This design comes from an exercise in tuning for small area, a short achievable clock period and few clock cycles on the open sky130 flow, not from production work. In this exercise RTL edits were held to simulation tests only and were not proved equivalent to the original.

[run.sh]
#!/bin/bash
# synth_recipe.tcl (not shown) runs the flow's synth.tcl, then flattens the netlist and writes it again
# the make line also repeats each setting of config.mk as NAME=value (left out here)
make -C /OpenROAD-flow-scripts/flow DESIGN_CONFIG=/design/flow/config.mk WORK_HOME=/design/flow/orfs CLKGATE_MAP_FILE= SYNTH_SCRIPT=/design/flow/synth_recipe.tcl finish
[config.mk]
export PLATFORM = sky130hd
export DESIGN_NAME = uriscv_core
export DESIGN_NICKNAME = uriscv_core
export VERILOG_FILES = /design/flow/design.v
export SDC_FILE = /design/flow/constraint.sdc
export NUM_CORES = 4
export LEC_CHECK = 0
export CAP_MARGIN = 40
export CORE_MARGIN = 2
export CORE_UTILIZATION = 30
export CTS_BUF_LIST = sky130_fd_sc_hd__clkbuf_4 sky130_fd_sc_hd__clkbuf_8
export SETUP_SLACK_MARGIN = 4.5
export SLEW_MARGIN = 20
[constraint.sdc]
create_clock -name core_clock -period 10.0 [get_ports {clk}]
set_input_delay 2.0000 -clock core_clock [delete_from_list [all_inputs] [get_ports {clk}]]
set_output_delay 2.0000 -clock core_clock [all_outputs]
set_load 0.01 [all_outputs]
[design.v]
module uriscv_muldiv (
    input           clk,
    input           rst_n,
    input           start_i,
    input   [2:0]   func3_i,
    input   [31:0]  operand_ra_i,
    input   [31:0]  operand_rb_i,
    input   [31:0]  operand_ra_raw_i,
    output          done_o,
    output  [31:0]  result_o
);
localparam  S_IDLE = 3'd0;
localparam  S_MUL  = 3'd1;
localparam  S_NORM = 3'd2;
localparam  S_ITER = 3'd3;
localparam  S_FIN  = 3'd4;
logic   [2:0]   state_q;
logic   [4:0]   cnt_q;
logic   [33:0]  r_q;         
logic   [31:0]  d_q;         
logic   [31:0]  q_q;         
logic           neg_q;
logic   [9:0]   pph_q;       
logic           sa_q;        
logic           sb_q;        
wire        is_div   = func3_i[2];
wire        div_sgn  = ~func3_i[0];            
wire        div_quot = ~func3_i[1];            
wire        a_sgn    = (func3_i[1:0] == 2'b01) | (func3_i[1:0] == 2'b10);
wire        b_sgn    = (func3_i[1:0] == 2'b01);
wire [31:0] a = operand_ra_i;
wire [31:0] b = operand_rb_i;
wire [31:0] ar = operand_ra_raw_i;
wire                mul_top_w = (cnt_q[2:0] == 3'd4);
wire signed [32:0]  mul_a_w   = {sa_q, ar};
wire signed [8:0]   mul_c_w   = {mul_top_w & sb_q, q_q[7:0]};
wire signed [41:0]  mul_pp_w  = mul_a_w * mul_c_w;
wire        [41:0]  mul_sum_w = {{8{r_q[33]}}, r_q} + {pph_q, d_q};
wire        b_zero_w = (b == 32'b0);
wire [31:0] a_abs_w  = (div_sgn & a[31]) ? -a : a;
wire [31:0] b_abs_w  = (div_sgn & b[31]) ? -b : b;
function automatic [5:0] clz32(input [31:0] x);
    reg        z16, z8, z4, z2, z1;
    reg [15:0] y16;
    reg [7:0]  y8;
    reg [3:0]  y4;
    reg [1:0]  y2;
    begin
        z16 = ~|x[31:16];
        y16 = z16 ? x[15:0] : x[31:16];
        z8  = ~|y16[15:8];
        y8  = z8 ? y16[7:0] : y16[15:8];
        z4  = ~|y8[7:4];
        y4  = z4 ? y8[3:0] : y8[7:4];
        z2  = ~|y4[3:2];
        y2  = z2 ? y4[1:0] : y4[3:2];
        z1  = ~y2[1];
        clz32 = (x == 32'b0) ? 6'd32 : {1'b0, z16, z8, z4, z2, z1};
    end
endfunction
wire [5:0]  clz_r_w  = clz32(r_q[31:0]);
wire [5:0]  clz_d_w  = clz32(d_q);
wire [5:0]  norm_w   = clz_d_w - clz_r_w;
wire        quick_w  = (clz_d_w < clz_r_w);
wire [32:0] diff_w   = {1'b0, r_q[31:0]} - {1'b0, d_q};
wire        ge_w     = ~diff_w[32];
always_ff @(posedge clk, negedge rst_n)
begin
    if (~rst_n)
    begin
        state_q <= S_IDLE;
        cnt_q   <= 5'd0;
    end
    else
    begin
        case (state_q)
        S_IDLE:
            if (start_i)
            begin
                if (!is_div)
                begin
                    cnt_q   <= 5'd1;
                    state_q <= S_MUL;
                end
                else if (!b_zero_w)
                    state_q <= S_NORM;
            end
        S_MUL:
        begin
            cnt_q <= cnt_q + 5'd1;
            if (cnt_q[2:0] == 3'd5)
            begin
                cnt_q   <= 5'd0;
                state_q <= S_IDLE;
            end
        end
        S_NORM:
        begin
            cnt_q   <= quick_w ? 5'd0 : norm_w[4:0];
            state_q <= quick_w ? S_FIN : S_ITER;
        end
        S_ITER:
        begin
            cnt_q <= cnt_q - 5'd1;
            if (cnt_q == 5'd0)
                state_q <= S_FIN;
        end
        default:
        begin
            cnt_q   <= 5'd0;
            state_q <= S_IDLE;
        end
        endcase
    end
end
always_ff @(posedge clk)
begin
    case (state_q)
    S_IDLE:
    begin
        if (!is_div)
        begin
            r_q          <= 34'b0;
            {pph_q, d_q} <= 42'b0;
            q_q          <= b;
            neg_q        <= 1'b0;
            sa_q         <= a_sgn & a[31];
            sb_q         <= b_sgn & b[31];
        end
        else
        begin
            r_q   <= {2'b0, a_abs_w};
            d_q   <= b_abs_w;
            q_q   <= 32'b0;
            neg_q <= div_quot ? (div_sgn & (a[31] ^ b[31])) : (div_sgn & a[31]);
        end
    end
    S_MUL:
    begin
        r_q          <= mul_sum_w[41:8];
        q_q          <= {mul_sum_w[7:0], q_q[31:8]};
        {pph_q, d_q} <= mul_pp_w;
    end
    S_NORM:
        d_q   <= d_q << norm_w[4:0];
    S_ITER:
    begin
        if (ge_w)
            r_q[31:0] <= diff_w[31:0];
        q_q   <= {q_q[30:0], ge_w};
        d_q   <= {1'b0, d_q[31:1]};
    end
    default: ;
    endcase
end
wire        sel_q_w  = is_div ? div_quot : (func3_i[1:0] == 2'b00);
wire [31:0] res_w    = sel_q_w ? q_q : r_q[31:0];
wire [31:0] fin_w    = neg_q ? -res_w : res_w;
wire        dz_done_w  = (state_q == S_IDLE) & start_i & is_div & b_zero_w;
wire        mul_last_w = (state_q == S_MUL) & (cnt_q[2:0] == 3'd5);
wire [31:0] mul_res_w  = (func3_i[1:0] == 2'b00) ? {mul_sum_w[7:0], q_q[31:8]} : mul_sum_w[39:8];
assign done_o   = (state_q == S_FIN) | dz_done_w | mul_last_w;
assign result_o = mul_last_w ? mul_res_w :
                  dz_done_w  ? (div_quot ? 32'hFFFFFFFF : a) : fin_w;
endmodule
module uriscv_core #(
    parameter   SUPPORT_BRAM_REGFILE = 1,
    parameter   RST_VECTOR           = 32'h00000000
) (
    input           clk,
    input           rst_n,
    input           intr_i,
    output          mem_i_rd_o,
    output  [31:0]  mem_i_pc_o,
    input   [31:0]  mem_i_inst_i,
    input           mem_i_accept_i,
    input           mem_i_valid_i,
    output          mem_d_rd_o,
    output  [3:0]   mem_d_wr_o,
    output  [31:0]  mem_d_addr_o,
    input   [31:0]  mem_d_data_rd_i,
    output  [31:0]  mem_d_data_wr_o,
    input           mem_d_accept_i,
    input           mem_d_ack_i
);
logic   [1:0]   live_q;          
logic   [1:0]   disc_q;          
logic   [1:0]   sk_cnt_q;
logic   [31:0]  sk0_q;
logic   [31:0]  sk1_q;
logic           e_valid_q;
logic           e_first_q;
logic   [31:0]  pc_q;
logic   [31:0]  ir_q;
logic   [31:0]  rs1_q;
logic   [31:0]  opb_q;           
logic   [31:0]  tgt_q;           
logic           fwd1_q;          
logic           fwd2_q;          
logic           fwdb_q;          
logic           c_alu_q;         
logic           c_lui_q;
logic           c_auipc_q;
logic           c_jal_q;
logic           c_pred_q;        
logic           c_jalr_q;
logic           c_branch_q;
logic           c_load_q;
logic           c_store_q;
logic           c_csr_q;
logic           c_ecall_q;
logic           c_ebreak_q;
logic           c_mret_q;
logic           c_md_q;
logic           c_illegal_q;
logic           c_wr_q;          
logic           c_alusel_q;      
logic           c_mhalf_q;       
logic           c_mword_q;       
logic   [3:0]   c_aluop_q;
logic           ld_wait_q;       
logic   [4:0]   lp_rd_q;
logic           lp_wr_q;
logic   [2:0]   lp_f3_q;
logic           ld_done_w;
logic           ld_iss_w;
logic           lw_en_w;
logic   [31:0]  ld_res_r;
logic   [5:0]   dq_q;            
logic           e_done_w;
logic           redirect_w;
logic   [31:0]  target_w;
logic           wb_en_w;
logic   [31:0]  wb_val_w;
wire    [4:0]   e_rd_w = ir_q[11:7];
wire    [31:0]  pc4_w  = pc_q + 32'd4;
wire        sk_has_w  = (sk_cnt_q != 2'd0);
wire        arr_w     = mem_i_valid_i;
wire        arr_live_w= arr_w & (disc_q == 2'd0);
wire        arr_disc_w= arr_w & (disc_q != 2'd0);
wire [31:0] d_inst_w  = sk_has_w ? sk0_q : mem_i_inst_i;
wire        d_avail_w = sk_has_w | arr_live_w;
wire        e_free_w  = ~e_valid_q | e_done_w;
logic       d_blk_w;
wire        e_take_w  = e_free_w & d_avail_w & ~d_blk_w;      
wire        e_load_w  = e_take_w & ~redirect_w;
wire [4:0]  d_opc     = d_inst_w[6:2];
wire [2:0]  d_f3      = d_inst_w[14:12];
wire [6:0]  d_f7      = d_inst_w[31:25];
wire [4:0]  d_rd      = d_inst_w[11:7];
wire [4:0]  d_rs1     = d_inst_w[19:15];
wire [4:0]  d_rs2     = d_inst_w[24:20];
wire d_rvc     = (d_inst_w[1:0] != 2'b11);
wire d_load    = (d_opc == 5'b00000);
wire d_opimm   = (d_opc == 5'b00100);
wire d_auipc   = (d_opc == 5'b00101);
wire d_store   = (d_opc == 5'b01000);
wire d_op      = (d_opc == 5'b01100);
wire d_lui     = (d_opc == 5'b01101);
wire d_branch  = (d_opc == 5'b11000);
wire d_jalr    = (d_opc == 5'b11001);
wire d_jal     = (d_opc == 5'b11011);
wire d_system  = (d_opc == 5'b11100);
wire d_miscm   = (d_opc == 5'b00011);
wire d_alu_op  = d_op & ((d_f7 == 7'b0000000) | (d_f7 == 7'b0100000));
wire d_md      = d_op & (d_f7 == 7'b0000001);
wire d_ecall   = d_system & (d_inst_w[31:7] == 25'h000000);
wire d_ebreak  = d_system & (d_inst_w[31:7] == 25'h002000);
wire d_mret    = d_system & (d_inst_w[31:7] == 25'h604000);
wire d_csr     = d_system & (d_f3 != 3'b000) & (d_f3 != 3'b100);
wire d_nop     = d_miscm & (d_f3[2:1] == 2'b00);
wire d_known   = d_load | d_opimm | d_auipc | d_store | d_alu_op | d_lui |
                 d_branch | d_jalr | d_jal | d_ecall | d_ebreak | d_mret |
                 d_csr | d_nop | d_md;
wire d_illegal = ~d_known | d_rvc;
wire d_wr      = (d_md | d_opimm | d_alu_op | d_csr | d_auipc | d_lui |
                  d_jalr | d_jal | d_load) & (d_rd != 5'b0);
logic [3:0] d_aluop;
always_comb
begin
    case (d_f3)
    3'b000:  d_aluop = (d_op & d_inst_w[30]) ? 4'b0110 : 4'b0100;
    3'b001:  d_aluop = 4'b0001;
    3'b010:  d_aluop = 4'b1011;
    3'b011:  d_aluop = 4'b1010;
    3'b100:  d_aluop = 4'b1001;
    3'b101:  d_aluop = d_inst_w[30] ? 4'b0011 : 4'b0010;
    3'b110:  d_aluop = 4'b1000;
    default: d_aluop = 4'b0111;
    endcase
end
logic [31:0] d_imm;
always_comb
begin
    if (d_store)
        d_imm = {{20{d_inst_w[31]}}, d_inst_w[31:25], d_inst_w[11:7]};
    else if (d_lui | d_auipc)
        d_imm = {d_inst_w[31:12], 12'b0};
    else if (d_branch)
        d_imm = {{19{d_inst_w[31]}}, d_inst_w[31], d_inst_w[7], d_inst_w[30:25], d_inst_w[11:8], 1'b0};
    else if (d_jal)
        d_imm = {{11{d_inst_w[31]}}, d_inst_w[31], d_inst_w[19:12], d_inst_w[20], d_inst_w[30:21], 1'b0};
    else
        d_imm = {{20{d_inst_w[31]}}, d_inst_w[31:20]};
end
logic   [31:0]  rf_q [1:31];
logic           w_en_q;
logic   [4:0]   w_rd_q;
logic   [31:0]  w_val_q;
always_ff @(posedge clk, negedge rst_n)
    if (~rst_n)
        w_en_q <= 1'b0;
    else
        w_en_q <= wb_en_w | lw_en_w;
always_ff @(posedge clk)
    if (lw_en_w)
    begin
        w_rd_q  <= lp_rd_q;
        w_val_q <= ld_res_r;
    end
    else if (wb_en_w)
    begin
        w_rd_q  <= e_rd_w;
        w_val_q <= wb_val_w;
    end
always_ff @(posedge clk)
begin
    if (w_en_q)
        rf_q[w_rd_q] <= w_val_q;
end
wire [31:0] rf_rs1_w = (d_rs1 == 5'd0) ? 32'b0 : rf_q[d_rs1];
wire [31:0] rf_rs2_w = (d_rs2 == 5'd0) ? 32'b0 : rf_q[d_rs2];
wire [31:0] d_rs1_val = (w_en_q && (w_rd_q == d_rs1)) ? w_val_q : rf_rs1_w;
wire [31:0] d_rs2_val = (w_en_q && (w_rd_q == d_rs2)) ? w_val_q : rf_rs2_w;
wire        src_en_w  = wb_en_w | lw_en_w;
wire [4:0]  src_rd_w  = lw_en_w ? lp_rd_q : e_rd_w;
wire        d_fwd1    = src_en_w && (src_rd_w == d_rs1);
wire        d_fwd2    = src_en_w && (src_rd_w == d_rs2);
wire        d_lsmd_w = d_load | d_md;            
assign d_blk_w = (ld_wait_q & ~ld_done_w &
                  (d_lsmd_w | (lp_wr_q & ((lp_rd_q == d_rs1) | (lp_rd_q == d_rs2) | (lp_rd_q == d_rd))))) |
                 (ld_iss_w &
                  (d_lsmd_w | (c_wr_q & ((e_rd_w == d_rs1) | (e_rd_w == d_rs2) | (e_rd_w == d_rd)))));
wire        d_bimm    = ~d_op & ~d_branch;
logic           f_rd_q;
logic   [31:0]  f_pc_q;
logic   [1:0]   live_n;
logic   [1:0]   disc_n;
logic   [1:0]   sk_cnt_n;
assign mem_i_rd_o = f_rd_q;
assign mem_i_pc_o = f_pc_q;
wire        f_acc_w = f_rd_q & mem_i_accept_i;
wire        d_pred_w   = d_jal | (d_branch & d_inst_w[31]);
wire        d_redir_w  = e_load_w & d_pred_w;
wire [31:0] d_pc_w     = e_valid_q ? (c_pred_q ? tgt_q : pc4_w) : pc_q;
wire [31:0] d_tgt_w    = d_pc_w + d_imm;
wire        f_redir_w  = redirect_w | d_redir_w;
wire [31:0] f_target_w = redirect_w ? target_w : d_tgt_w;
always_comb
begin
    if (f_redir_w)
    begin
        disc_n = disc_q - {1'b0, arr_disc_w} + live_q - {1'b0, arr_live_w} + {1'b0, f_acc_w};
        live_n = 2'd0;
    end
    else
    begin
        disc_n = disc_q - {1'b0, arr_disc_w};
        live_n = live_q - {1'b0, arr_live_w} + {1'b0, f_acc_w};
    end
end
wire [2:0] f_base_w = {1'b0, live_q} + {1'b0, sk_cnt_q};
wire       f_le0_w  = (f_base_w == 3'd0);
wire       f_le1_w  = (f_base_w <= 3'd1);
wire       f_le2_w  = (f_base_w <= 3'd2);
wire       f_room_w = e_load_w ? (f_acc_w ? f_le1_w : f_le2_w)
                               : (f_acc_w ? f_le0_w : f_le1_w);
always_ff @(posedge clk, negedge rst_n)
begin
    if (~rst_n)
    begin
        f_rd_q  <= 1'b0;
        f_pc_q  <= RST_VECTOR;
        live_q  <= 2'd0;
        disc_q  <= 2'd0;
    end
    else
    begin
        f_rd_q <= f_redir_w | f_room_w;
        if (f_redir_w)
            f_pc_q <= f_target_w;
        else if (f_acc_w)
            f_pc_q <= f_pc_q + 32'd4;
        live_q <= live_n;
        disc_q <= disc_n;
    end
end
wire sk_pop_w  = e_load_w & sk_has_w;
wire sk_push_w = arr_live_w & ~f_redir_w & ~(e_load_w & ~sk_has_w);
always_ff @(posedge clk, negedge rst_n)
begin
    if (~rst_n)
        sk_cnt_q <= 2'd0;
    else
        sk_cnt_q <= sk_cnt_n;
end
assign sk_cnt_n = f_redir_w ? 2'd0 : (sk_cnt_q - {1'b0, sk_pop_w} + {1'b0, sk_push_w});
wire sk_popd_w  = e_take_w & sk_has_w;
wire sk_pushd_w = arr_live_w & ~(e_take_w & ~sk_has_w);
always_ff @(posedge clk)
begin
    if (sk_popd_w)
    begin
        sk0_q <= (sk_cnt_q == 2'd2) ? sk1_q : mem_i_inst_i;
        sk1_q <= mem_i_inst_i;
    end
    else if (sk_pushd_w)
    begin
        if (sk_cnt_q == 2'd0)
            sk0_q <= mem_i_inst_i;
        else
            sk1_q <= mem_i_inst_i;
    end
end
always_ff @(posedge clk, negedge rst_n)
begin
    if (~rst_n)
    begin
        e_valid_q <= 1'b0;
        e_first_q <= 1'b0;
    end
    else
    begin
        if (e_load_w)
            e_valid_q <= 1'b1;
        else if (e_done_w)
            e_valid_q <= 1'b0;
        e_first_q <= e_load_w;
    end
end
always_ff @(posedge clk)
begin
    if (e_free_w)
    begin
        ir_q        <= d_inst_w;
        c_pred_q    <= d_pred_w;
        c_alusel_q  <= ~(d_md | d_csr | d_jal | d_jalr | d_auipc | d_lui);
        c_mhalf_q   <= (d_load | d_store) & ((d_f3 == 3'b001) | (d_load & (d_f3 == 3'b101)));
        c_mword_q   <= (d_load | d_store) & (d_f3 == 3'b010);
        c_alu_q     <= d_opimm | d_alu_op;
        c_lui_q     <= d_lui;
        c_auipc_q   <= d_auipc;
        c_jal_q     <= d_jal;
        c_jalr_q    <= d_jalr;
        c_branch_q  <= d_branch;
        c_load_q    <= d_load;
        c_store_q   <= d_store;
        c_csr_q     <= d_csr;
        c_ecall_q   <= d_ecall;
        c_ebreak_q  <= d_ebreak;
        c_mret_q    <= d_mret;
        c_md_q      <= d_md;
        c_illegal_q <= d_illegal;
        c_wr_q      <= d_wr;
        c_aluop_q   <= (d_opimm | d_alu_op) ? d_aluop : 4'b0100;
    end
end
wire unfwd_w = ~e_free_w;
always_ff @(posedge clk)
begin
    if (e_free_w)
    begin
        rs1_q  <= d_rs1_val;
        fwd1_q <= d_fwd1;
        opb_q  <= d_bimm ? d_imm : d_rs2_val;
        fwdb_q <= d_fwd2 & ~d_bimm;
        tgt_q  <= d_store ? d_rs2_val : d_tgt_w;
        fwd2_q <= d_fwd2;
    end
    else if (unfwd_w)
    begin
        if (fwd1_q)
            rs1_q <= w_val_q;
        if (fwdb_q)
            opb_q <= w_val_q;
        if (fwd2_q & c_store_q)
            tgt_q <= w_val_q;
        fwd1_q <= 1'b0;
        fwdb_q <= 1'b0;
        fwd2_q <= 1'b0;
    end
end
wire [2:0]  e_f3      = ir_q[14:12];
wire [31:0] op1_w     = fwd1_q ? w_val_q : rs1_q;
wire [31:0] alu_b_w   = fwdb_q ? w_val_q : opb_q;
wire [31:0] op2_w     = alu_b_w;                         
wire [31:0] st_data_w = fwd2_q ? w_val_q : tgt_q;        
wire        alu_sub_w = c_branch_q | (c_aluop_q == 4'b0110) |
                        (c_aluop_q == 4'b1010) | (c_aluop_q == 4'b1011);
wire [32:0] alu_sum_w = {1'b0, op1_w} + {1'b0, alu_sub_w ? ~alu_b_w : alu_b_w} + {32'b0, alu_sub_w};
wire        ltu_w     = ~alu_sum_w[32];
wire        lts_w     = (op1_w[31] ^ alu_b_w[31]) ? op1_w[31] : alu_sum_w[31];
wire        eq_w      = (op1_w == op2_w);
wire        shl_w     = (c_aluop_q == 4'b0001);
wire [31:0] sh_in_w;
wire [31:0] sh_out_w;
genvar gi;
generate
for (gi = 0; gi < 32; gi = gi + 1)
begin : g_rev
    assign sh_in_w[gi] = shl_w ? op1_w[31-gi] : op1_w[gi];
end
endgenerate
wire        sh_fill_w = (c_aluop_q == 4'b0011) & op1_w[31];
wire [63:0] sh_ext_w  = {{32{sh_fill_w}}, sh_in_w} >> alu_b_w[4:0];
wire [31:0] shr_w     = sh_ext_w[31:0];
generate
for (gi = 0; gi < 32; gi = gi + 1)
begin : g_rev2
    assign sh_out_w[gi] = shl_w ? shr_w[31-gi] : shr_w[gi];
end
endgenerate
logic [31:0] alu_res_r;
always_comb
begin
    case (c_aluop_q)
    4'b0001,
    4'b0010,
    4'b0011:       alu_res_r = sh_out_w;
    4'b1010:          alu_res_r = {31'b0, ltu_w};
    4'b1011:   alu_res_r = {31'b0, lts_w};
    4'b1001:                alu_res_r = op1_w ^ alu_b_w;
    4'b1000:                 alu_res_r = op1_w | alu_b_w;
    4'b0111:                alu_res_r = op1_w & alu_b_w;
    default:                    alu_res_r = alu_sum_w[31:0];
    endcase
end
wire [31:0] pc_imm_w  = tgt_q;
logic br_take_r;
always_comb
begin
    case (e_f3)
    3'b000:  br_take_r = eq_w;
    3'b001:  br_take_r = ~eq_w;
    3'b100:  br_take_r = lts_w;
    3'b101:  br_take_r = ~lts_w;
    3'b110:  br_take_r = ltu_w;
    3'b111:  br_take_r = ~ltu_w;
    default: br_take_r = 1'b0;
    endcase
end
wire [31:0] addr_w    = alu_sum_w[31:0];
wire [1:0]  ls_lo_w   = op1_w[1:0] + alu_b_w[1:0];
wire        misalign_w= (c_mhalf_q & ls_lo_w[0]) | (c_mword_q & (ls_lo_w != 2'b00));
logic   [31:0]  csr_mepc_q;
logic   [4:0]   csr_mcause_q;    
logic   [31:0]  csr_sr_q;
logic   [31:0]  csr_mscratch_q;
logic   [31:0]  csr_mip_q;
logic   [31:0]  csr_mie_q;
logic   [31:0]  csr_mtvec_q;
logic   [31:0]  csr_mtval_q;
wire [11:0] csr_addr_w = ir_q[31:20];
wire        take_int_w = (|(csr_mip_q & csr_mie_q)) & csr_sr_q[3];
wire        exc_w      = e_valid_q & e_first_q & (take_int_w | c_illegal_q | misalign_w);
wire        trap_w     = exc_w | (e_valid_q & (c_ecall_q | c_ebreak_q));
logic [31:0] csr_rdata_r;
always_comb
begin
    case (csr_addr_w)
    12'h341:      csr_rdata_r = csr_mepc_q;
    12'h342:    csr_rdata_r = {csr_mcause_q[4], 27'b0, csr_mcause_q[3:0]};
    12'h300:   csr_rdata_r = csr_sr_q;
    12'h305:     csr_rdata_r = csr_mtvec_q;
    12'h343:     csr_rdata_r = csr_mtval_q;
    12'h340:  csr_rdata_r = csr_mscratch_q;
    12'h344:       csr_rdata_r = csr_mip_q & ((1 << 11)   |                       (1 << 7) |                       (1 << 3));
    12'h304:       csr_rdata_r = csr_mie_q & ((1 << 11)   |                       (1 << 7) |                       (1 << 3));
    12'h301:      csr_rdata_r = 32'h00001000 | 32'h40000000 | 32'h00000100;
    default:        csr_rdata_r = 32'b0;
    endcase
end
wire [31:0] csr_data_w = e_f3[2] ? {27'b0, ir_q[19:15]} : op1_w;
wire        csr_set_w  = (e_f3[1:0] == 2'b01) | (e_f3[1:0] == 2'b10);
wire        csr_clr_w  = (e_f3[1:0] == 2'b01) | (e_f3[1:0] == 2'b11);
wire        csr_we_w   = e_done_w & c_csr_q & ~trap_w;
function automatic [31:0] csr_upd(input [31:0] old, input [31:0] data, input set, input clr);
    begin
        if (set && clr)
            csr_upd = data;
        else if (set)
            csr_upd = old | data;
        else if (clr)
            csr_upd = old & ~data;
        else
            csr_upd = old;
    end
endfunction
wire [31:0] mip_in_w = intr_i ? (csr_mip_q | (32'b1 << 11)) : csr_mip_q;
always_ff @(posedge clk, negedge rst_n)
begin
    if (~rst_n)
    begin
        csr_mepc_q     <= 32'b0;
        csr_mcause_q   <= 5'b0;
        csr_sr_q       <= 32'b0;
        csr_mscratch_q <= 32'b0;
        csr_mip_q      <= 32'b0;
        csr_mie_q      <= 32'b0;
        csr_mtvec_q    <= 32'b0;
        csr_mtval_q    <= 32'b0;
    end
    else
    begin
        csr_mip_q <= mip_in_w;
        if (trap_w)
        begin
            csr_sr_q[7] <= csr_sr_q[3];
            csr_sr_q[12:11]  <= 3;
            csr_sr_q[3]  <= 1'b0;
            csr_mepc_q           <= pc_q;
            if (c_illegal_q)
            begin
                csr_mcause_q <= 5'd2;
                csr_mtval_q  <= ir_q;
            end
            else if (c_ebreak_q)
            begin
                csr_mcause_q <= 5'd3;
                csr_mtval_q  <= 32'b0;
            end
            else if (c_ecall_q)
            begin
                csr_mcause_q <= 5'd11;
                csr_mtval_q  <= 32'b0;
            end
            else if (misalign_w)
            begin
                csr_mcause_q <= c_store_q ? 5'd6 : 5'd4;
                csr_mtval_q  <= addr_w;
            end
            else
            begin
                csr_mcause_q <= 5'b10000;
                csr_mtval_q  <= 32'b0;
            end
        end
        else if (e_done_w & c_mret_q)
        begin
            csr_sr_q[3]  <= csr_sr_q[7];
            csr_sr_q[7] <= 1'b1;
            csr_sr_q[12:11]  <= 3;
        end
        else if (csr_we_w)
        begin
            case (csr_addr_w)
            12'h341:     csr_mepc_q     <= csr_upd(csr_mepc_q, csr_data_w, csr_set_w, csr_clr_w);
            12'h342:
            begin
                csr_mcause_q[4]   <= csr_upd({31'b0, csr_mcause_q[4]}, {31'b0, csr_data_w[31]}, csr_set_w, csr_clr_w);
                csr_mcause_q[3:0] <= csr_upd({28'b0, csr_mcause_q[3:0]}, {28'b0, csr_data_w[3:0]}, csr_set_w, csr_clr_w);
            end
            12'h300:  csr_sr_q       <= csr_upd(csr_sr_q, csr_data_w, csr_set_w, csr_clr_w);
            12'h340: csr_mscratch_q <= csr_upd(csr_mscratch_q, csr_data_w, csr_set_w, csr_clr_w);
            12'h344:      csr_mip_q      <= csr_upd(mip_in_w, csr_data_w, csr_set_w, csr_clr_w);
            12'h304:      csr_mie_q      <= csr_upd(csr_mie_q, csr_data_w, csr_set_w, csr_clr_w);
            12'h305:    csr_mtvec_q    <= csr_upd(csr_mtvec_q, csr_data_w, csr_set_w, csr_clr_w);
            12'h343:    csr_mtval_q    <= csr_upd(csr_mtval_q, csr_data_w, csr_set_w, csr_clr_w);
            default: ;
            endcase
        end
    end
end
wire        md_start_w = e_valid_q & e_first_q & c_md_q & ~trap_w;
wire        md_done_w;
wire [31:0] md_res_w;
uriscv_muldiv u_muldiv (
    .clk            (clk        ),
    .rst_n          (rst_n      ),
    .start_i        (md_start_w ),
    .func3_i        (e_f3       ),
    .operand_ra_i   (op1_w      ),
    .operand_rb_i   (op2_w      ),
    .operand_ra_raw_i (rs1_q    ),
    .done_o         (md_done_w  ),
    .result_o       (md_res_w   )
);
logic           m_rd_q;
logic   [3:0]   m_wr_q;
logic   [31:0]  m_addr_q;
logic   [31:0]  m_data_q;
wire        m_act_w   = m_rd_q | (m_wr_q != 4'b0);
wire        m_free_w  = ~m_act_w | mem_d_accept_i;
wire        dq_ok_w   = (dq_q[5:1] != 5'b11111);
wire        ls_go_w   = e_valid_q & ~trap_w & dq_ok_w & m_free_w;
assign      ld_iss_w  = ls_go_w & c_load_q & ~ld_wait_q;
wire        st_iss_w  = ls_go_w & c_store_q;
logic [3:0] st_strb_r;
always_comb
begin
    case (e_f3[1:0])
    2'b00:   st_strb_r = 4'b0001 << addr_w[1:0];
    2'b01:   st_strb_r = addr_w[1] ? 4'b1100 : 4'b0011;
    2'b10:   st_strb_r = 4'b1111;
    default: st_strb_r = 4'b0000;
    endcase
end
always_ff @(posedge clk, negedge rst_n)
begin
    if (~rst_n)
    begin
        m_rd_q <= 1'b0;
        m_wr_q <= 4'b0;
    end
    else if (ld_iss_w | st_iss_w)
    begin
        m_rd_q <= ld_iss_w;
        m_wr_q <= st_iss_w ? st_strb_r : 4'b0000;
    end
    else if (mem_d_accept_i)
    begin
        m_rd_q <= 1'b0;
        m_wr_q <= 4'b0;
    end
end
always_ff @(posedge clk)
begin
    if (ld_iss_w | st_iss_w)
    begin
        m_addr_q <= {addr_w[31:2], 2'b00};
        m_data_q <= (e_f3[1:0] == 2'b00) ? {4{st_data_w[7:0]}} :
                    (e_f3[1:0] == 2'b01) ? {2{st_data_w[15:0]}} : st_data_w;
    end
end
assign mem_d_rd_o      = m_rd_q;
assign mem_d_wr_o      = m_wr_q;
assign mem_d_addr_o    = m_addr_q;
assign mem_d_data_wr_o = m_data_q;
wire        d_req_acc_w = m_act_w & mem_d_accept_i;
logic [5:0] ld_pos_q;
assign      ld_done_w   = ld_wait_q & ~m_rd_q & mem_d_ack_i & (ld_pos_q == 6'd0);
always_ff @(posedge clk)
    if (ld_iss_w)
        ld_pos_q <= dq_q + {5'b0, m_act_w & mem_d_accept_i} - {5'b0, mem_d_ack_i};
    else if (mem_d_ack_i && (ld_pos_q != 6'd0))
        ld_pos_q <= ld_pos_q - 6'd1;
assign      lw_en_w     = ld_done_w & lp_wr_q;
logic [1:0] ld_off_q;
always_ff @(posedge clk, negedge rst_n)
begin
    if (~rst_n)
    begin
        ld_wait_q <= 1'b0;
        dq_q      <= 6'd0;
    end
    else
    begin
        dq_q <= dq_q + {5'b0, d_req_acc_w} - {5'b0, mem_d_ack_i};
        if (ld_iss_w)
            ld_wait_q <= 1'b1;
        else if (ld_done_w)
            ld_wait_q <= 1'b0;
    end
end
always_ff @(posedge clk)
    if (ld_iss_w)
    begin
        ld_off_q <= addr_w[1:0];
        lp_rd_q  <= e_rd_w;
        lp_wr_q  <= c_wr_q;
        lp_f3_q  <= e_f3;
    end
logic [7:0]  lb;
logic [15:0] lh;
always_comb
begin
    case (ld_off_q)
    2'd0:    lb = mem_d_data_rd_i[7:0];
    2'd1:    lb = mem_d_data_rd_i[15:8];
    2'd2:    lb = mem_d_data_rd_i[23:16];
    default: lb = mem_d_data_rd_i[31:24];
    endcase
    lh = ld_off_q[1] ? mem_d_data_rd_i[31:16] : mem_d_data_rd_i[15:0];
    if (lp_f3_q[1:0] == 2'b00)
        ld_res_r = {{24{lb[7] & ~lp_f3_q[2]}}, lb};
    else if (lp_f3_q[1:0] == 2'b01)
        ld_res_r = {{16{lh[15] & ~lp_f3_q[2]}}, lh};
    else
        ld_res_r = mem_d_data_rd_i;
end
always_comb
begin
    if (~e_valid_q)
        e_done_w = 1'b0;
    else if (trap_w)
        e_done_w = 1'b1;
    else if (c_load_q)
        e_done_w = ld_iss_w;
    else if (c_store_q)
        e_done_w = m_free_w & dq_ok_w;
    else if (c_md_q)
        e_done_w = md_done_w;
    else
        e_done_w = ~(c_wr_q & ld_done_w);   
end
wire   br_miss_w  = c_branch_q & (br_take_r ^ c_pred_q);
assign redirect_w = e_done_w & (trap_w | c_mret_q | c_jalr_q | br_miss_w);
always_comb
begin
    if (trap_w)
        target_w = csr_mtvec_q;
    else if (c_mret_q)
        target_w = csr_mepc_q;
    else if (c_jalr_q)
        target_w = {addr_w[31:1], 1'b0};
    else if (c_pred_q)
        target_w = pc4_w;            
    else
        target_w = pc_imm_w;
end
assign wb_en_w = e_done_w & c_wr_q & ~trap_w & ~c_load_q;
assign wb_val_w = ({32{c_md_q}}              & md_res_w)    |
                  ({32{c_csr_q}}             & csr_rdata_r) |
                  ({32{c_jal_q | c_jalr_q}}  & pc4_w)       |
                  ({32{c_auipc_q}}           & pc_imm_w)    |
                  ({32{c_lui_q}}             & opb_q)       |
                  ({32{c_alusel_q}}          & alu_res_r);
always_ff @(posedge clk, negedge rst_n)
begin
    if (~rst_n)
        pc_q <= RST_VECTOR;
    else if (e_done_w)
        pc_q <= redirect_w ? target_w : (c_pred_q ? tgt_q : pc4_w);
end
endmodule
==> results.cfg, run 1 <==
[floorplanning]
coreArea_um2 = 382000
rows = 227
ios = 173
initial_utilization_pct = 30.11
die_w_um = 623.2
die-height_um = 623.2
dieArea_um2 = 388400

[routing]
drt_iter0_markers = 17063
via_per_inst = 6.050
drt.antenna.violating_nets = 0
dr_total_vias = 105014
drtPass1Iterations = 19
drc = 0
wire_per_inst_um = 31.49
drt-total-wl_mm = 546.6

[cts]
cts-root-buf = clkbuf_8
clkSinkCount = 1759
hold_buffers = 0
clkTransAtPathRegs_ns = 0.06
cts_max_level = 5
cts_tree = done
cts_buffers = 317
insertion_delay_ns = 1.13
clockBufferDepth = 4

[min_path]
min_path_cells = 2
hold_path.class = flip-flop to flip-flop

[synth]
syn_area_per_cell_um2 = 9.799
synthesis.area_um2 = 115000
synthDistinctLibCells = 101
synth_edf_count = 1369
syn-instance-count = 11739
yosys_warnings = 2
ys_seq_area_share_pct = 43.93
ys_async_sr_fraction_pct = 18.36
synthFlopType = edfxtp_1
synth-seq-cells = 1759

[sta]
finalClockSkew_ns = 0.09897
setup_viol = 0
period_minus_slack_ns = 6.235
fmax_ghz = 0.1604
grt_setup_unrepaired = true
maxSlewViolCount = 0
finalHoldViolations = 0
post-route-period-util_pct = 62.35
slew_headroom_pct = 5.213
setup-tns-final_ns = 0
tightest_slew_ns = 1.422

[cells_and_area]
seq_area_um2 = 50560
fin_nets = 12688
syn2layout_area_growth_pct = 16.99
stdcell_count = 17358
final_util_pct = 35.23
design_area_um2 = 134600
drive_above_1_share_pct = 16.56
multi_input_area_um2 = 61760
fillers = 38110

[placement]
dp.cells = 16541
placed_cell_area_um2 = 124600
place.gp.congestion = 1.092
dp_hpwl_mm = 375.0
portBuffers = 170

[global_route]
antenna_found_initial = 56
track_usage_pct = 27.07
grt_pass1_wl_mm = 758.1
overflow = 0
first_global_vias = 97836
grt_max_degree = 169

[critical_path]
critPathMaxFanout = 5
reg2reg_depth = 27
end_kind = flip-flop
cp_data_required_time_ns = 10.79
ff2ff_setup_slack_ns = 3.76
worst-setup-path-type = flip-flop to flip-flop
cp.arrival_ns = 7.03
cp-start-kind = flip-flop

[run]
maxCapViolations = 0

[status]
outcome = complete, no violations
## cells by family after synthesis
logic type | after synthesis | share of synthesized area (%)
xor+xnor | 394 | 3.000
simple gates | 3997 | 15.16
other cells | 1 | 0.003260
flops | 1759 | 43.93
fa+ha+maj | 566 | 7.762
buf+inv | 1357 | 4.549
compound gates | 2899 | 15.97
mux | 766 | 9.624
## layout by cell type (no fill, tap or decap), types with 89 or more instances in the layout
| master | n |
|---|---|
| nand2_1 | 1954 |
| edfxtp_1 | 1369 |
| o21ai_0 | 832 |
| a21oi_1 | 747 |
| nor2_1 | 666 |
| nand3_1 | 639 |
| buf_4 | 511 |
| inv_1 | 455 |
| clkbuf_8 | 333 |
| dfrtp_1 | 320 |
| mux2i_1 | 314 |
| xnor2_1 | 286 |
| ha_1 | 280 |
| mux4_2 | 255 |
| fa_1 | 227 |
| clkdlybuf4s50_1 | 164 |
| a31oi_1 | 154 |
| mux2_2 | 139 |
| and2_1 | 124 |
| nor3_1 | 112 |
| a22oi_1 | 105 |
| clkbuf_4 | 92 |
| xor2_1 | 89 |
## metal layers
| metal | wire [um] | global-route usage, % | vias to the layer above |
|---|---|---|---|
| li1 | - | - | 43681 |
| met1 | 201400 | 34.30 | 51546 |
| met2 | 225200 | 39.11 | 7940 |
| met3 | 75010 | 9.276 | 1821 |
| met4 | 44700 | 17.53 | 26 |
| met5 | 223 | 0 | - |
## worst paths after layout
check	start	end
hold reg to reg	flip-flop	flip-flop
setup / recovery	u_muldiv.cnt_q[0]	u_muldiv.pph_q[5]
min in group asynchronous	rst_n	asynchronous set/reset pin
max in group asynchronous	rst_n	u_muldiv.cnt_q[2]
hold / removal	flip-flop	flip-flop
setup reg to reg	u_muldiv.cnt_q[0]	u_muldiv.pph_q[5]
## what timing repair did
action                                  CTS  global route
setup buffers                           119            74
endpoints found under the setup margin  628           376
endpoints found under the hold margin     0             0
pin swaps                               109            86
gates cloned                             14             2
resized for setup                       233           142
## worst max-delay path: stages (launching register included)
cell and delay (ns):
dfrtp_2 0.41, inv_2 0.08, ha_4 0.16, buf_12 0.10
buf_12 0.09, buf_8 0.09, nand3_4 0.11, or2_4 0.28
fa_2 0.55, fa_2 0.45, fa_2 0.55, inv_2 0.04
fa_2 0.46, ha_4 0.18, ha_4 0.17, a21o_1 0.15
a21o_1 0.18, a21oi_2 0.15, o21ai_1 0.07, and2_4 0.15
or3_4 0.32, o211a_1 0.24, o31a_1 0.32, buf_6 0.16
o21a_1 0.18, a21oi_2 0.15, xor2_1 0.14, nor2_1 0.05
## cell usage after synthesis (35+ instances only)
| master | instances | area share [%] |
|---|---|---|
| xnor2_1 | 299 | 2.3 |
| nor2_1 | 720 | 2.3 |
| nor4_1 | 61 | 0.33 |
| mux4_2 | 255 | 5.0 |
| o211ai_1 | 69 | 0.45 |
| a32o_1 | 62 | 0.54 |
| o221ai_1 | 38 | 0.29 |
| a31oi_1 | 161 | 0.88 |
| ha_1 | 320 | 3.5 |
| nand4_1 | 38 | 0.21 |
| a21oi_1 | 770 | 3.4 |
| dfxtp_1 | 67 | 1.2 |
| buf_1 | 116 | 0.38 |
| or2_2 | 51 | 0.28 |
| and2_1 | 129 | 0.70 |
| o21ai_1 | 36 | 0.16 |
| or3_1 | 35 | 0.19 |
| clkbuf_1 | 677 | 2.2 |
| dfrtp_1 | 323 | 7.0 |
| o31ai_1 | 42 | 0.27 |
| nor3_1 | 126 | 0.55 |
| o2111ai_1 | 40 | 0.30 |
| edfxtp_1 | 1369 | 36 |
| mux2i_1 | 362 | 3.2 |
| buf_2 | 51 | 0.22 |
| a221o_1 | 45 | 0.39 |
| a22oi_1 | 105 | 0.69 |
| nand2_1 | 1967 | 6.4 |
| fa_1 | 246 | 4.3 |
| a311oi_1 | 65 | 0.49 |
| a211oi_1 | 85 | 0.55 |
| a222oi_1 | 45 | 0.39 |
| mux2_2 | 143 | 1.4 |
| a221oi_1 | 87 | 0.66 |
| o311ai_0 | 37 | 0.28 |
| nand3_1 | 646 | 2.8 |
| xor2_1 | 95 | 0.72 |
| o21ai_0 | 877 | 3.8 |
| and3_1 | 76 | 0.41 |
| nand2b_1 | 49 | 0.27 |
| inv_1 | 478 | 1.6 |
| a21o_1 | 71 | 0.46 |
## cell type report
class                   count  share of cell area (%)
well taps                5038                   4.684
multi-input cells        8633                   45.89
flip-flops and latches   1759                   37.57
clock inverters           135                  0.7047
clock buffers             423                   3.908
inverters                 502                   1.470
repair buffers            837                   5.711
diodes                     30                 0.05578
repair inverters            1                0.006508
## per-stage QoR
step           hold WS [ns]  setup slack, ns
6_report             0.4838            3.765
5_1_grt              0.5101            3.559
4_1_cts              0.4845            3.739
3_5_place_dp         0.4704            2.904
3_3_place_gp         0.4616            2.631
2_1_floorplan        0.4244            4.012
Testbench counts, summed over its fixed seeds: cycles 91,527.
==> run 2, diff against run 1 <==
--- a/config.mk
+++ b/config.mk
@@ -11,3 +11,3 @@
 export CTS_BUF_LIST = sky130_fd_sc_hd__clkbuf_4 sky130_fd_sc_hd__clkbuf_8
-export SETUP_SLACK_MARGIN = 4.5
+export SETUP_SLACK_MARGIN = 4.25
 export SLEW_MARGIN = 20
==> results.cfg, run 2 <==
[critical_path]
cp_data_required_time_ns = 10.93
startpoint = u_muldiv.cnt_q[1]
ff2ff_setup_slack_ns = 3.61
end_kind = flip-flop
cp_common_cell = buf_4
cp-start-kind = flip-flop
slowest_stage = fa_1
critPathBufInv = 19
worst-setup-path-type = flip-flop to flip-flop
path_delay_family = adder cells
critPathMaxFanout = 4
r2r_start = u_muldiv.cnt_q[1]
cp.arrival_ns = 7.32
crit_path_max_incr_delay_ns = 0.51

[global_route]
use_met3_pct = 8.453
grt_util_met1_pct = 34.57
grt_pass1_wl_mm = 756.8
track_usage_pct = 27.04
antenna_found_initial = 52
globalRouteMet2Util_pct = 39.36
grt_busiest_layer = met2
overflow = 0
first_global_vias = 97458
grt_max_degree = 182

[synth]
synth-compound-area-share_pct = 15.97
synthesis.area_um2 = 115000
ys_seq_area_share_pct = 43.93
yosys.area_share.adder_pct = 7.762
syn_area_per_cell_um2 = 9.799
synth-simple-area-share_pct = 15.16
synthFlopType = edfxtp_1
yosys-top-cells-area = edfxtp_1, dfrtp_1, nand2_1
yosysMostFrequentCell = nand2_1
synth_xor_area_share_pct = 3.000
synth_top_family_by_area = compound AO/OA/AOI/OAI gates
synth_commonest_cells = nand2_1, edfxtp_1, o21ai_0
yosysTopAreaCell = edfxtp_1
synthDistinctLibCells = 101
ys_async_sr_fraction_pct = 18.36
synth-seq-cells = 1759
syn-instance-count = 11739
yosys_warnings = 2
synth_edf_count = 1369
synthMuxAreaShare_pct = 9.624
synth_top_cell_area_share_pct = 35.74

[sta]
post-route-period-util_pct = 63.92
setup_viol = 0
finalClockSkew_ns = 0.08177
period_minus_slack_ns = 6.392
tightest_slew_ns = 1.117
fmax_ghz = 0.1565
grt_setup_unrepaired = true
slew_headroom_pct = 25.56
setup-tns-final_ns = 0
finalHoldViolations = 0
maxSlewViolCount = 0
whs_ns = 0.4829

[cts]
cts_buffers = 324
clockBufferDepth = 4
clkTransAtPathRegs_ns = 0.06
cts_max_level = 5
clkSinkCount = 1759
cts_tree = done
cts-root-buf = clkbuf_8
insertion_delay_ns = 1.11

[routing]
drt.antenna.violating_nets = 0
via_per_inst = 6.021
drc = 0
drtPass1Iterations = 9
dr_total_vias = 104611
wire_per_inst_um = 31.55
drt_iter0_markers = 16703
drt-total-wl_mm = 548.1

[floorplanning]
coreArea_um2 = 382000
die_w_um = 623.2
die-height_um = 623.2
initial_utilization_pct = 30.11
ios = 173
rows = 227
dieArea_um2 = 388400

[cells_and_area]
seq_area_um2 = 50560
final_common_cell = nand2_1
stdcell_count = 17373
drive_above_1_share_pct = 16.47
fillers = 38247
syn2layout_area_growth_pct = 16.85
fin_nets = 12699
multi_input_area_um2 = 61420
final_cell_mix = nand2_1, edfxtp_1, o21ai_0

[placement]
dp.cells = 16558
portBuffers = 170
place.gp.congestion = 1.076
dp_hpwl_mm = 382.4

[status]
outcome = complete, no violations

[min_path]
hold_path.class = flip-flop to flip-flop

[run]
maxCapViolations = 0
-- run 2: path summary, 6_finish.rpt --
path | end | cells past startpoint
max in group asynchronous | w_en_q | 2
worst min register to register | flip-flop | 2
min in group asynchronous | asynchronous set/reset pin | 1
worst min-delay path | flip-flop | 2
worst max-delay path | u_muldiv.d_q[9] | 32
worst max register to register | u_muldiv.d_q[9] | 32
-- run 2: per-stage QoR --
stage	worst slack (ns)	util, %	cell area (um^2)
2_1_floorplan	4.012	-	115400
3_3_place_gp	2.446	32.37	123600
3_5_place_dp	2.512	32.56	124400
4_1_cts	3.699	34.73	132700
5_1_grt	3.468	35.17	134400
6_report	3.608	35.18	134400
-- run 2: cell families (layout without fill, tap and decap cells) --
kind of cell / count (synthesis) / count (layout)
simple gates: 3997 / 3998
compound gates: 2899 / 2899
fa+ha+maj: 566 / 566
xor+xnor: 394 / 394
mux: 766 / 768
buf+inv: 1357 / 1924
flops: 1759 / 1759
other cells: 1 / 27
-- run 2: final cells by class --
cell class,instances,area share [%]
diodes,25,0.04654
clock buffers,450,4.156
clock inverters,124,0.7540
inverters,502,1.458
multi-input cells,8627,45.69
flip-flops and latches,1759,37.61
well taps,5038,4.690
repair buffers,848,5.589
-- run 2: worst min-delay path, cell delays in order (launching register included) --
cell and delay, ns:
dfrtp_1 0.34, nand2_1 0.05, o21ai_0 0.06
-- run 2: repair_timing --
item                                    4_1_cts  5_1_grt
gates resized for setup                     157      175
cloned                                        4        6
pin swaps                                    55       78
endpoints found under the hold margin         0        0
buffers inserted                            112       72
endpoints found under the setup margin      407      270
hold buffers                                  0        0
-- run 2: routing by layer --
metal | up-vias | share of wire, %
met5 | - | 0.054
met2 | 7670 | 42
met3 | 1758 | 13
met4 | 36 | 7.9
li1 | 43643 | -
met1 | 51504 | 37
==> run 3, diff against run 2 <==
--- a/config.mk
+++ b/config.mk
@@ -9,5 +9,4 @@
 export CORE_MARGIN = 2
-export CORE_UTILIZATION = 30
-export CTS_BUF_LIST = sky130_fd_sc_hd__clkbuf_4 sky130_fd_sc_hd__clkbuf_8
-export SETUP_SLACK_MARGIN = 4.25
+export CORE_UTILIZATION = 40
+export SETUP_SLACK_MARGIN = 4.5
 export SLEW_MARGIN = 20
==> results.cfg, run 3 <==
[status]
outcome = complete, no violations

[routing]
via_per_inst = 6.605
drt_iter0_markers = 16795
wire_per_inst_um = 35.39
drtPass1Iterations = 10
drt-total-wl_mm = 563.7
drc = 0
dr_total_vias = 105211
drt.antenna.violating_nets = 0

[synth]
yosysMostFrequentCell = nand2_1
synth_top_cell_area_share_pct = 35.74
yosys-top-cells-area = edfxtp_1, dfrtp_1, nand2_1
synth_edf_count = 1369
syn_area_per_cell_um2 = 9.799
synth-compound-area-share_pct = 15.97
yosys.area_share.adder_pct = 7.762
syn-instance-count = 11739
ys_seq_area_share_pct = 43.93
synth_xor_area_share_pct = 3.000
ys_async_sr_fraction_pct = 18.36
synthMuxAreaShare_pct = 9.624
synthFlopType = edfxtp_1
yosys_warnings = 2
synth-seq-cells = 1759
synthesis.area_um2 = 115000
yosysTopAreaCell = edfxtp_1
synth-simple-area-share_pct = 15.16
synth_top_family_by_area = compound AO/OA/AOI/OAI gates
synthDistinctLibCells = 101
synth_commonest_cells = nand2_1, edfxtp_1, o21ai_0

[floorplanning]
die_w_um = 540.3
initial_utilization_pct = 40.26
dieArea_um2 = 291900
die-height_um = 540.3
ios = 173
rows = 196
coreArea_um2 = 285700

[critical_path]
end_kind = flip-flop
cp-start-kind = flip-flop
slowest_stage = or4b_4
worst-setup-path-type = flip-flop to flip-flop
path_delay_family = adder cells
critPathMaxFanout = 5
ff2ff_setup_slack_ns = 3.64
path_cells = inv_4 > ha_4 > nand3_4 > or2_4 > fa_1 > fa_1 > inv_1 > fa_1 > fa_1 > inv_1 > fa_1 > inv_2 > ha_4 > inv_2 > o21ai_4 > a2111oi_4 > or4b_4 > a31oi_4 > nand4_1 > and2_1 > nand2b_1 > a21oi_1 > xor2_1 > nor2_1
cp.arrival_ns = 7.00
crit_path_max_incr_delay_ns = 0.53
cp_common_cell = fa_1
cp_data_required_time_ns = 10.63
critPathBufInv = 5

[cts]
cts_tree = done
cts-root-buf = clkbuf_16
cts_buffers = 206
clkTransAtPathRegs_ns = 0.06
cts_max_level = 4
clockBufferDepth = 4
clkSinkCount = 1759
insertion_delay_ns = 0.94

[placement]
place.gp.congestion = 1.078
portBuffers = 170
dp_hpwl_mm = 385.9
placed_cell_area_um2 = 122800

[sta]
tightest_slew_ns = 1.145
fmax_ghz = 0.1572
period_minus_slack_ns = 6.362
maxSlewViolCount = 0
post-route-period-util_pct = 63.62
setup_viol = 0
slew_headroom_pct = 23.67
finalHoldViolations = 0
grt_setup_unrepaired = true
whs_ns = 0.4869
setup-tns-final_ns = 0
finalClockSkew_ns = 0.1052

[cells_and_area]
final_cell_mix = nand2_1, edfxtp_1, o21ai_0
final_common_cell = nand2_1
design_area_um2 = 134500
fin_nets = 12616
drive_above_1_share_pct = 16.06
syn2layout_area_growth_pct = 16.96

[global_route]
grt_max_degree = 147
track_usage_pct = 37.12
antenna_found_initial = 51
first_global_vias = 98375
grt_pass1_wl_mm = 771.5
overflow = 0

[min_path]
hold_path.class = flip-flop to flip-flop

[run]
maxCapViolations = 0
-- run 3: cell counts after synthesis --
No cell type changed its count.
-- run 3: worst register-to-register path: cells and delay by family, from the launching register on --
family	cells	cell delay (ns)
DFF	1	0.44
buffers and inverters	5	0.25
xor gates and xnor gates	1	0.15
adders and majority gates	7	2.83
AOI/OAI and AO/OA	4	0.55
and+or+nand+nor	7	1.91
-- run 3: final timing paths --
check | cells after the start | end | start
max | 24 | u_muldiv.pph_q[0] | u_muldiv.cnt_q[1]
min | 2 | flip-flop | flip-flop
max reg2reg | 24 | u_muldiv.pph_q[0] | u_muldiv.cnt_q[1]
min reg2reg | 2 | flip-flop | flip-flop
max in group asynchronous | 2 | u_muldiv.cnt_q[2] | rst_n
min in group asynchronous | 1 | asynchronous set/reset pin | rst_n
-- run 3: stage by stage --
stage                     std cells  util (%)  setup slack, ns
after floorplan               11740         -            4.012
after global placement        15178     42.76            2.725
after detailed placement      15242     42.99            2.632
after CTS                     15766     46.20            3.654
after global routing          15909     47.07            3.435
final                         15928     47.09            3.638
-- run 3: cell type report --
cell class	instances	area [um^2]
repair inverters	1	8.758
inverters	502	2001
multi-input cells	8628	62250
fillers	26354	151200
well taps	3762	4707
clock buffers	261	5548
flip-flops and latches	1759	50570
diodes	20	50.05
repair buffers	881	8204
clock inverters	114	1200
-- run 3: cell families after synthesis --
kind of cell,count (synthesis)
simple gates,3997
buf+inv,1357
xor+xnor,394
compound gates,2899
mux,766
flops,1759
other cells,1
fa+ha+maj,566
-- run 3: timing repair --
| action | CTS | global route |
|---|---|---|
| gates cloned | 12 | 5 |
| hold buffers | 0 | 0 |
| pin swaps | 95 | 139 |
| resized for setup | 250 | 282 |
| setup buffers | 137 | 125 |
| endpoints found under the setup margin | 571 | 374 |
| endpoints found under the hold margin | 0 | 0 |
-- run 3: layer usage --
layer / wire, um / vias up / global-route usage (%)
met1: 211800 / 52724 / 48.22
met5: 383 / - / 0.1644
met3: 67760 / 1677 / 9.733
li1: - / 43439 / -
met4: 44890 / 44 / 23.88
met2: 238900 / 7327 / 54.74
==> run 4, diff against run 3 <==
--- a/design.v
+++ b/design.v
@@ -8,2 +8,4 @@
     input   [31:0]  operand_ra_raw_i,
+    input   [7:0]   operand_rb_raw_i,    
+    input           raw_ok_i,            
     output          done_o,
@@ -22,3 +24,4 @@
 logic           neg_q;
-logic   [9:0]   pph_q;       
+logic   [5:0]   pph_q;       
+logic   [37:0]  pphi_q;      
 logic           sa_q;        
@@ -34,6 +37,12 @@
 wire                mul_top_w = (cnt_q[2:0] == 3'd4);
-wire signed [32:0]  mul_a_w   = {sa_q, ar};
-wire signed [8:0]   mul_c_w   = {mul_top_w & sb_q, q_q[7:0]};
-wire signed [41:0]  mul_pp_w  = mul_a_w * mul_c_w;
-wire        [41:0]  mul_sum_w = {{8{r_q[33]}}, r_q} + {pph_q, d_q};
+wire                mul_idle_w = (state_q == S_IDLE);
+wire signed [32:0]  mul_a_w   = {mul_idle_w ? (a_sgn & ar[31]) : sa_q, ar};
+wire        [7:0]   mul_cb_w  = mul_idle_w ? operand_rb_raw_i : q_q[7:0];
+wire signed [8:0]   mul_c_w   = {mul_top_w & sb_q, mul_cb_w};
+wire signed [4:0]   mul_cl_w  = {1'b0, mul_c_w[3:0]};
+wire signed [4:0]   mul_ch_w  = mul_c_w[8:4];
+wire signed [37:0]  mul_pl_w  = mul_a_w * mul_cl_w;
+wire signed [37:0]  mul_ph_w  = mul_a_w * mul_ch_w;
+wire        [41:0]  mul_sum_w = {{8{r_q[33]}}, r_q} + {{4{pph_q[5]}}, pph_q, d_q} +
+                                {pphi_q, 4'b0};
 wire        b_zero_w = (b == 32'b0);
@@ -81,3 +90,3 @@
                 begin
-                    cnt_q   <= 5'd1;
+                    cnt_q   <= raw_ok_i ? 5'd2 : 5'd1;
                     state_q <= S_MUL;
@@ -123,4 +132,14 @@
             r_q          <= 34'b0;
-            {pph_q, d_q} <= 42'b0;
-            q_q          <= b;
+            if (raw_ok_i)
+            begin
+                {pph_q, d_q} <= mul_pl_w;
+                pphi_q       <= mul_ph_w;
+                q_q          <= {8'b0, b[31:8]};
+            end
+            else
+            begin
+                {pph_q, d_q} <= 38'b0;
+                pphi_q       <= 38'b0;
+                q_q          <= b;
+            end
             neg_q        <= 1'b0;
@@ -141,3 +160,4 @@
         q_q          <= {mul_sum_w[7:0], q_q[31:8]};
-        {pph_q, d_q} <= mul_pp_w;
+        {pph_q, d_q} <= mul_pl_w;
+        pphi_q       <= mul_ph_w;
     end
@@ -219,3 +239,6 @@
 logic           c_mword_q;       
-logic   [3:0]   c_aluop_q;
+logic           c_sub_q;         
+logic           c_shl_q;         
+logic           c_sra_q;         
+logic           r_add_q, r_sh_q, r_slt_q, r_sltu_q, r_xor_q, r_or_q, r_and_q;
 logic           ld_wait_q;       
@@ -464,3 +487,15 @@
         c_wr_q      <= d_wr;
-        c_aluop_q   <= (d_opimm | d_alu_op) ? d_aluop : 4'b0100;
+        c_sub_q     <= d_branch | ((d_opimm | d_alu_op) &
+                       ((d_aluop == 4'b0110) | (d_aluop == 4'b1010) |
+                        (d_aluop == 4'b1011)));
+        c_shl_q     <= (d_opimm | d_alu_op) & (d_aluop == 4'b0001);
+        c_sra_q     <= (d_opimm | d_alu_op) & (d_aluop == 4'b0011);
+        r_add_q     <= ~(d_opimm | d_alu_op) | (d_aluop == 4'b0100) | (d_aluop == 4'b0110);
+        r_sh_q      <= (d_opimm | d_alu_op) & ((d_aluop == 4'b0001) | (d_aluop == 4'b0010) |
+                                              (d_aluop == 4'b0011));
+        r_slt_q     <= (d_opimm | d_alu_op) & (d_aluop == 4'b1011);
+        r_sltu_q    <= (d_opimm | d_alu_op) & (d_aluop == 4'b1010);
+        r_xor_q     <= (d_opimm | d_alu_op) & (d_aluop == 4'b1001);
+        r_or_q      <= (d_opimm | d_alu_op) & (d_aluop == 4'b1000);
+        r_and_q     <= (d_opimm | d_alu_op) & (d_aluop == 4'b0111);
     end
@@ -497,4 +532,3 @@
 wire [31:0] st_data_w = fwd2_q ? w_val_q : tgt_q;        
-wire        alu_sub_w = c_branch_q | (c_aluop_q == 4'b0110) |
-                        (c_aluop_q == 4'b1010) | (c_aluop_q == 4'b1011);
+wire        alu_sub_w = c_sub_q;
 wire [32:0] alu_sum_w = {1'b0, op1_w} + {1'b0, alu_sub_w ? ~alu_b_w : alu_b_w} + {32'b0, alu_sub_w};
@@ -503,3 +537,3 @@
 wire        eq_w      = (op1_w == op2_w);
-wire        shl_w     = (c_aluop_q == 4'b0001);
+wire        shl_w     = c_shl_q;
 wire [31:0] sh_in_w;
@@ -513,3 +547,3 @@
 endgenerate
-wire        sh_fill_w = (c_aluop_q == 4'b0011) & op1_w[31];
+wire        sh_fill_w = c_sra_q & op1_w[31];
 wire [63:0] sh_ext_w  = {{32{sh_fill_w}}, sh_in_w} >> alu_b_w[4:0];
@@ -522,17 +556,9 @@
 endgenerate
-logic [31:0] alu_res_r;
-always_comb
-begin
-    case (c_aluop_q)
-    4'b0001,
-    4'b0010,
-    4'b0011:       alu_res_r = sh_out_w;
-    4'b1010:          alu_res_r = {31'b0, ltu_w};
-    4'b1011:   alu_res_r = {31'b0, lts_w};
-    4'b1001:                alu_res_r = op1_w ^ alu_b_w;
-    4'b1000:                 alu_res_r = op1_w | alu_b_w;
-    4'b0111:                alu_res_r = op1_w & alu_b_w;
-    default:                    alu_res_r = alu_sum_w[31:0];
-    endcase
-end
+wire [31:0] alu_res_r = ({32{r_add_q}}  & alu_sum_w[31:0])  |
+                       ({32{r_sh_q}}   & sh_out_w)          |
+                       ({32{r_sltu_q}} & {31'b0, ltu_w})    |
+                       ({32{r_slt_q}}  & {31'b0, lts_w})    |
+                       ({32{r_xor_q}}  & (op1_w ^ alu_b_w)) |
+                       ({32{r_or_q}}   & (op1_w | alu_b_w)) |
+                       ({32{r_and_q}}  & (op1_w & alu_b_w));
 wire [31:0] pc_imm_w  = tgt_q;
@@ -684,2 +710,4 @@
     .operand_ra_raw_i (rs1_q    ),
+    .operand_rb_raw_i (opb_q[7:0]),
+    .raw_ok_i       (~fwd1_q & ~fwdb_q),
     .done_o         (md_done_w  ),
--- a/config.mk
+++ b/config.mk
@@ -7,5 +7,5 @@
 export LEC_CHECK = 0
-export CAP_MARGIN = 40
+export CAP_MARGIN = 30
 export CORE_MARGIN = 2
-export CORE_UTILIZATION = 40
+export CORE_UTILIZATION = 30
 export SETUP_SLACK_MARGIN = 4.5
==> results.cfg, run 4 <==
[floorplanning]
rows = 231
ios = 173
initial_utilization_pct = 30.07
coreArea_um2 = 395400
die-height_um = 633.6
dieArea_um2 = 401400
die_w_um = 633.6

[global_route]
grt_pass1_wl_mm = 767.7
grt_max_degree = 157
track_usage_pct = 26.85
overflow = 0
antenna_found_initial = 37
first_global_vias = 96924

[synth]
ys_seq_area_share_pct = 43.51
synth-seq-cells = 1799
synthFlopType = edfxtp_1
synthesis.area_um2 = 118900
synth-compound-area-share_pct = 15.90
yosys-top-cells-area = edfxtp_1, mux4_2, dfrtp_1
ys_async_sr_fraction_pct = 17.95
synth-simple-area-share_pct = 12.02
synthDistinctLibCells = 99
synth_commonest_cells = edfxtp_1, nand2_1, a21oi_1
yosysTopAreaCell = edfxtp_1
synth_xor_area_share_pct = 3.438
synthMuxAreaShare_pct = 13.44
yosys_warnings = 2
synth_top_cell_area_share_pct = 35.58
syn-instance-count = 11401
synth_edf_count = 1409
yosysMostFrequentCell = edfxtp_1
synth_top_family_by_area = compound AO/OA/AOI/OAI gates
yosys.area_share.adder_pct = 7.336
syn_area_per_cell_um2 = 10.43

[sta]
post-route-period-util_pct = 60.95
setup-tns-final_ns = 0
finalClockSkew_ns = 0.1005
setup_viol = 0
fmax_ghz = 0.1641
period_minus_slack_ns = 6.095
slew_headroom_pct = 16.50
whs_ns = 0.5069
grt_setup_unrepaired = true
finalHoldViolations = 0
tightest_slew_ns = 1.253
maxSlewViolCount = 0

[critical_path]
critPathMaxFanout = 6
cp.arrival_ns = 6.77
worst-setup-path-type = flip-flop to flip-flop
ff2ff_setup_slack_ns = 3.90
endpoint = w_val_q[24]
r2r_start = u_muldiv.d_q[0]
end_kind = flip-flop
cp_data_required_time_ns = 10.67
crit_path_max_incr_delay_ns = 0.51
slowest_stage = edfxtp_1
rr_endpoint = w_val_q[24]
cp-start-kind = flip-flop
startpoint = u_muldiv.d_q[0]
reg2reg_depth = 30

[cts]
cts_tree = done
cts-root-buf = clkbuf_16
hold_buffers = 0
clockBufferDepth = 4
clkSinkCount = 1799
cts_buffers = 205
insertion_delay_ns = 0.96
clkTransAtPathRegs_ns = 0.06
cts_max_level = 4

[routing]
drt-total-wl_mm = 562.6
drtPass1Iterations = 10
drt_iter0_markers = 17129
drc = 0
wire_per_inst_um = 32.82
dr_total_vias = 105037
via_per_inst = 6.127
drt.antenna.violating_nets = 0

[placement]
portBuffers = 170
place.gp.congestion = 1.098
dp_hpwl_mm = 381.3

[run]
maxCapViolations = 0

[cells_and_area]
final_common_cell = edfxtp_1
fillers = 38911
drive_above_1_share_pct = 20.22
final_cell_mix = edfxtp_1, nand2_1, a21oi_1
fin_nets = 12380
syn2layout_area_growth_pct = 19.94

[min_path]
hold_path.class = flip-flop to flip-flop

[status]
outcome = complete, no violations
run 4: cell count changes in the layout (fill, tap and decap cells not counted), moves of 70 or more:
cell	before	now
nand2_1	1953	1228
nand3_1	633	229
mux4_2	255	436
nor2b_1	30	193
o21ai_0	825	683
nor2_1	654	768
and2_1	124	34
a211oi_1	76	158
o22ai_1	18	93
ha_1	283	353
run 4: logic make-up (layout without fill, tap and decap cells):
| kind of cell | Yosys count | count (layout) |
|---|---|---|
| XOR/XNOR | 465 | 465 |
| buffers and inverters | 1360 | 1835 |
| flip-flops | 1799 | 1799 |
| AND/OR/NAND/NOR | 3169 | 3171 |
| other | 1 | 23 |
| AO/OA/AOI/OAI | 2996 | 2996 |
| multiplexers | 1020 | 1020 |
| adder cells (fa/ha/maj) | 591 | 591 |
run 4: metal layers:
layer  share of wire, %  up-vias  GRT usage, %
li1                   -    43193             -
met1                 37    52466         34.51
met2                 42     7586         38.87
met3                 13     1764         7.663
met4                8.6       28         18.47
met5              0.071        -        0.4469
run 4: worst min path at each step:
stage               slack, ns  cells past startpoint      endpoint         start
finish                   0.51                      1       dq_q[0]       dq_q[0]
global route             0.52                      1     flip-flop     flip-flop
CTS                      0.50                      2  csr_mip_q[1]  csr_mip_q[1]
detailed placement       0.49                      2  csr_mip_q[1]  csr_mip_q[1]
global placement         0.49                      2     flip-flop     flip-flop
floorplan                0.42                      0    lp_rd_q[0]       ir_q[7]
run 4: what timing repair did:
action / CTS / global route
gates resized for setup: 531 / 422
pin swaps: 194 / 238
gates cloned: 21 / 7
setup endpoints to repair: 741 / 487
setup buffers: 196 / 116
run 4: area by class of cell:
type | count | area (um^2) | share of cell area [%]
repair inverters | 6 | 73.82 | 0.05176
repair buffers | 893 | 8448 | 5.923
clock inverters | 113 | 1172 | 0.8220
multi-input cells | 8245 | 66840 | 46.86
diodes | 21 | 52.55 | 0.03684
well taps | 5242 | 6559 | 4.599
inverters | 568 | 2297 | 1.611
flip-flops and latches | 1799 | 51770 | 36.30
clock buffers | 255 | 5420 | 3.800
run 4: metrics by stage:
stage | instance area, um^2 | utilization (%) | std cells | setup WS, ns
6_report | 142600 | 36.07 | 17142 | 3.905
4_1_cts | 139400 | 35.26 | 16987 | 4.048
3_3_place_gp | 128000 | 32.37 | 16379 | 2.467
5_1_grt | 142600 | 36.06 | 17127 | 3.674
2_1_floorplan | 119300 | - | 11402 | 4.459
3_5_place_dp | 128200 | 32.43 | 16402 | 2.534
run 4: worst max-delay path: cells and delay by family (launching register included):
kind,cells,cell delay [ns]
AO/OA/AOI/OAI,14,2.45
XOR/XNOR,2,0.46
adder cells (fa/ha/maj),2,0.51
buffers and inverters,5,0.64
flip-flops,1,0.51
AND/OR/NAND/NOR,7,1.31
Testbench counts of run 4, summed over its fixed seeds: cycles 89,848.

separate check: timing with driven ports:
No port has a modelled driver above. Below, the same layouts with a new extraction and two added sets of constraints.
Step 1: set_driving_cell puts a clkbuf_16 on clk and a buf_2 on each other input, an assumption about the parent block.
Step 2 moves the port delays by t, midway between the first and last clock arrival at a register: inputs arrive t later, outputs are due t later. That takes back most of the time a late clock gives input paths.
Slacks: ideal ports / drivers / drivers and shift; pairs: ideal ports / drivers.
run	t, ns	setup WS [ns]	worst register clock-pin slew, ns
run 1	1.188	3.765 / 3.765 / 3.397	0.07 / 0.07
run 2	1.179	3.608 / 3.608 / 3.165	0.08 / 0.08
run 3	0.980	3.638 / 3.638 / 3.538	0.07 / 0.07
run 4	1.008	3.905 / 3.905 / 3.579	0.08 / 0.08
After both steps every run listed still meets setup and hold. The setup slack of run 2, which loses most, moves by 0.000 ns with the drivers and by -0.443 ns with both steps.
